Context: an optimization exercise on an open-source flow, tuned for small area, a short achievable clock period and few clock cycles. The choices shown serve that exercise and are no tape-out recipe. Power is estimated from default activity; no workload was simulated.

==> flow/design.v (excerpt) <==
module simple_cpu
#(parameter DATA_WIDTH = 32)(
  input clk,
  input rstn,
  output [DATA_WIDTH-1:0] imem_addr,
  input  [DATA_WIDTH-1:0] imem_rdata,
  output [DATA_WIDTH-1:0] dmem_addr,
  output [DATA_WIDTH-1:0] dmem_wdata,
  output [3:0]            dmem_wstrb,
  output                  dmem_re,
  input  [DATA_WIDTH-1:0] dmem_rdata
);
wire [31:0] f_inst = imem_rdata;
wire [6:0]  f_op   = f_inst[6:0];
wire [4:0]  f_rd   = f_inst[11:7];
wire [2:0]  f_f3   = f_inst[14:12];
wire [4:0]  f_rs1  = f_inst[19:15];
wire [4:0]  f_rs2  = f_inst[24:20];
wire        f_f7b5 = f_inst[30];
wire f_is_op     = (f_op == 7'b0110011);
wire f_is_opimm  = (f_op == 7'b0010011);
wire f_is_load   = (f_op == 7'b0000011);
wire f_is_store  = (f_op == 7'b0100011);
wire f_is_branch = (f_op == 7'b1100011);
wire f_is_jalr   = (f_op == 7'b1100111);
wire f_is_jal    = (f_op == 7'b1101111);
wire f_is_lui    = (f_op == 7'b0110111);
wire f_is_auipc  = (f_op == 7'b0010111);
wire f_wr = (f_is_op | f_is_opimm | f_is_load | f_is_jalr | f_is_jal | f_is_lui | f_is_auipc)
            & (f_rd != 5'd0);
wire f_tk_eq  = f_is_branch & (f_f3 == 3'b000);
wire f_tk_ne  = f_is_branch & (f_f3 == 3'b001);
wire f_tk_lt  = f_is_branch & (f_f3 == 3'b100);
wire f_tk_ge  = f_is_branch & (f_f3 == 3'b101);
wire f_tk_ltu = f_is_branch & (f_f3 == 3'b110);
wire f_tk_geu = f_is_branch & (f_f3 == 3'b111);
wire f_alu    = f_is_opimm | (f_is_op & (~f_f7b5 | f_f3 == 3'b000 | f_f3 == 3'b101));
wire f_r_add  = f_alu & (f_f3 == 3'b000);
wire f_r_sh   = f_alu & (f_f3 == 3'b001 | f_f3 == 3'b101);
wire f_r_slt  = f_alu & (f_f3 == 3'b010);
wire f_r_sltu = f_alu & (f_f3 == 3'b011);
wire f_r_xor  = f_alu & (f_f3 == 3'b100);
wire f_r_or   = f_alu & (f_f3 == 3'b110);
wire f_r_and  = f_alu & (f_f3 == 3'b111);
wire f_sub    = (f_is_op & f_f7b5 & (f_f3 == 3'b000)) | (f_f3[2:1] == 2'b01);
wire f_sh_l   = (f_f3 == 3'b001);
wire f_sh_a   = f_f7b5;
reg [31:0] f_imm;
always @(*) begin
  if (f_is_store)
    f_imm = {{20{f_inst[31]}}, f_inst[31:25], f_inst[11:7]};
  ...
For scale: roughly 5400 cells after synthesis, ~1200 flip-flops, about 62000 um^2 of cells after synthesis.
export LEC_CHECK = 0
export CAP_MARGIN = 20
export CORE_MARGIN = 2
export CORE_UTILIZATION = 40
export SETUP_SLACK_MARGIN = 5
export SLEW_MARGIN = 20
create_clock -name core_clock -period 10.0 [get_ports {clk}]
standard.sh (not shown) runs the stock make flow with config.mk's settings and CLKGATE_MAP_FILE= SYNTH_SCRIPT=/design/flow/synth_recipe.tcl, a recipe that flattens the netlist after the stock synthesis.
==> flow/flow/run.sh <==
#!/bin/bash
# Own layout flow: the standard flow (standard.sh, standard synthesis and
# the standard floorplan, power grid, placement, CTS and routing), except that
# the ports are buffered with buf_2 cells instead of the slow delay cell that
# buffer_ports picks by default.
set -euo pipefail
export BUFFER_PORTS_ARGS="-buffer_cell sky130_fd_sc_hd__buf_2"
bash standard.sh > standard_flow.log 2>&1
The starting point ran to the end with no violations.
==> next run, changes <==
--- a/flow/design.v
+++ b/flow/design.v
@@ -139,23 +139,21 @@
   else if (f_is_jal)
     f_imm = {{12{f_inst[31]}}, f_inst[19:12], f_inst[20], f_inst[30:21], 1'b0};
   else if (f_is_lui | f_is_auipc)
     f_imm = {f_inst[31:12], 12'b0};
   else
     f_imm = {{20{f_inst[31]}}, f_inst[31:20]};
 end
-reg [31:0] rv1;          
-reg [31:0] rv2;          
+reg [31:0] imm;
+reg [31:0] rv1, rv2;     
 reg [31:0] agu;          
 reg [31:0] tgt;          
 reg [31:0] pc4;          
-reg [7:0]  c_eq;         
-reg [7:0]  c_lt;         
-reg        c_eq31;       
-reg        c_lts31;      
+reg [31:0] c_eq;         
+reg [31:0] c_lt;         
 reg        c_ltu31;      
 reg [4:0]  rd;
 reg [2:0]  funct3;
 reg        wr;           
 reg        is_op, is_load, is_store, is_jalr;
 reg        tk_always, tk_eq, tk_ne, tk_lt, tk_ge, tk_ltu, tk_geu;
 reg        r_add, r_sh, r_slt, r_sltu, r_xor, r_or, r_and, r_link, r_lui, r_auipc;
@@ -165,30 +163,19 @@
 wire [31:0] rf_rd1, rf_rd2;
 register_file m_rf (
   .clk(clk),
   .raddr1(f_rs1), .raddr2(f_rs2),
   .waddr(rd), .wdata(wb_data), .wen(wr),
   .rdata1(rf_rd1), .rdata2(rf_rd2)
 );
-wire f_use_rs2 = f_is_op | f_is_store | f_is_branch;
 wire f_hit1 = wr & (rd == f_rs1);
 wire f_hit2 = wr & (rd == f_rs2);
 wire [31:0] f_rv1 = f_hit1 ? wb_data : rf_rd1;
 wire [31:0] f_rv2 = f_hit2 ? wb_data : rf_rd2;
 wire f_stall = (f_is_load | f_is_store | f_is_jalr) & f_hit1;
-wire [31:0] f_beq = {~(f_rv1[30:0] ^ f_rv2[30:0]), 1'b1};
-wire [31:0] f_blt = {~f_rv1[30:0] & f_rv2[30:0], 1'b0};
-wire [7:0]  f_geq, f_glt;
-genvar gi;
-generate
-  for (gi = 0; gi < 8; gi = gi + 1) begin : cmp_grp
-    lt_tree #(.W(4)) m_glt (.lt_bit(f_blt[4*gi +: 4]), .eq_bit(f_beq[4*gi +: 4]), .lt(f_glt[gi]));
-    assign f_geq[gi] = &f_beq[4*gi +: 4];
-  end
-endgenerate
 wire [31:0] f_agu = rf_rd1 + f_imm;       
 wire [31:0] f_tgt = next_pc + f_imm;
 wire [31:0] f_pc4 = next_pc + 32'd4;
 always @(posedge clk) begin
   if (!rstn) begin
     pc4       <= 32'd0;
     wr        <= 1'b0;
@@ -263,35 +250,34 @@
     r_auipc   <= f_is_auipc;
   end
   agu     <= f_agu;
   tgt     <= f_tgt;
   sub     <= f_sub;
   sh_l    <= f_sh_l;
   sh_a    <= f_sh_a;
+  imm     <= f_imm;
   rd      <= f_rd;
   funct3  <= f_f3;
   rv1     <= f_rv1;
-  rv2     <= f_use_rs2 ? f_rv2 : f_imm;
-  c_eq    <= f_geq;
-  c_lt    <= f_glt;
-  c_eq31  <= ~(f_rv1[31] ^ f_rv2[31]);
-  c_lts31 <= f_rv1[31] & ~f_rv2[31];
+  rv2     <= f_rv2;
+  c_eq    <= ~(f_rv1 ^ f_rv2);
+  c_lt    <= {f_rv1[31] & ~f_rv2[31], ~f_rv1[30:0] & f_rv2[30:0]};
   c_ltu31 <= ~f_rv1[31] & f_rv2[31];
 end
 wire lt_low;
-lt_tree #(.W(8)) m_lt (.lt_bit(c_lt), .eq_bit(c_eq), .lt(lt_low));
-wire br_eq  = c_eq31 & (&c_eq);
-wire br_lt  = c_lts31 | (c_eq31 & lt_low);
-wire br_ltu = c_ltu31 | (c_eq31 & lt_low);
+lt_tree #(.W(32)) m_lt (.lt_bit({c_lt[30:0], 1'b0}), .eq_bit({c_eq[30:0], 1'b1}), .lt(lt_low));
+wire br_eq  = &c_eq;
+wire br_lt  = c_lt[31] | (c_eq[31] & lt_low);
+wire br_ltu = c_ltu31  | (c_eq[31] & lt_low);
 wire take = tk_always | (tk_eq & br_eq) | (tk_ne & ~br_eq) | (tk_lt & br_lt) |
             (tk_ge & ~br_lt) | (tk_ltu & br_ltu) | (tk_geu & ~br_ltu);
 wire [31:0] target = is_jalr ? agu : tgt;
 assign next_pc   = take ? target : pc4;
 assign imem_addr = next_pc;
-wire [31:0] op_b = rv2;
+wire [31:0] op_b = is_op ? rv2 : imm;
 wire [32:0] sum  = {1'b0, rv1} + {1'b0, op_b ^ {32{sub}}} + {32'd0, sub};
 wire        lt_u = ~sum[32];
 wire        lt_s = (rv1[31] ^ op_b[31]) ? rv1[31] : sum[31];
 wire [4:0]  shamt = op_b[4:0];
 reg  [31:0] sh_in, sh_out;
 integer k;
 always @(*) begin
@@ -306,15 +292,15 @@
                     | ({32{r_sh}}    & sh_out)
                     | {31'd0, r_slt  & lt_s}
                     | {31'd0, r_sltu & lt_u}
                     | ({32{r_xor}}   & (rv1 ^ op_b))
                     | ({32{r_or}}    & (rv1 | op_b))
                     | ({32{r_and}}   & (rv1 & op_b))
                     | ({32{r_link}}  & pc4)
-                    | ({32{r_lui}}   & op_b)
+                    | ({32{r_lui}}   & imm)
                     | ({32{r_auipc}} & tgt);
 assign dmem_addr = agu;
 assign dmem_re   = is_load;
 reg [31:0] st_data;
 reg [3:0]  st_strb;
 always @(*) begin
   st_data = rv2;
The changed run completed with no timing, DRC or antenna violations; power goes up by about a fifth; clock-buffer cell count grows by 12; clock power climbs by a few percent; area after synthesis went up slightly; register-to-register slack gets worse by 0.08 ns; wire length fell slightly; via count stays flat; die area came out higher slightly; maximum frequency drops slightly; final cell count barely changes; setup slack loses 0.10 ns; non-clock buffer count increases by 35.
No run of this note included a check of the RTL's function; only the layout flow was run.

[afterwards: timing with drivers on the ports]
The results above use ideal ports. As a check the final layouts listed here were re-extracted and re-timed, cells and wires unchanged. Step 1, drivers: a clkbuf_16 drives clk and a buf_2 each remaining input, both assumed. Step 2 moves the port delays by t, midway between the first and last clock arrival at a register: inputs arrive t later, outputs are due t later. That takes back most of the time a late clock gives input paths. a / b / c = ideal / step 1 / step 2; a / b = the first two.
| run | t (ns) | slack for setup (ns) | latest minus earliest clock arrival (ns) |
|---|---|---|---|
| the first run | 0.881 | 4.643 / 4.540 / 3.659 | 0.055 / 0.055 |
| the second run | 0.865 | 4.541 / 4.460 / 3.753 | 0.062 / 0.061 |
After both steps setup and hold are still met in every run listed. The setup slack of the first run, which loses most, moves by -0.103 ns with the drivers and by -0.984 ns with both steps.
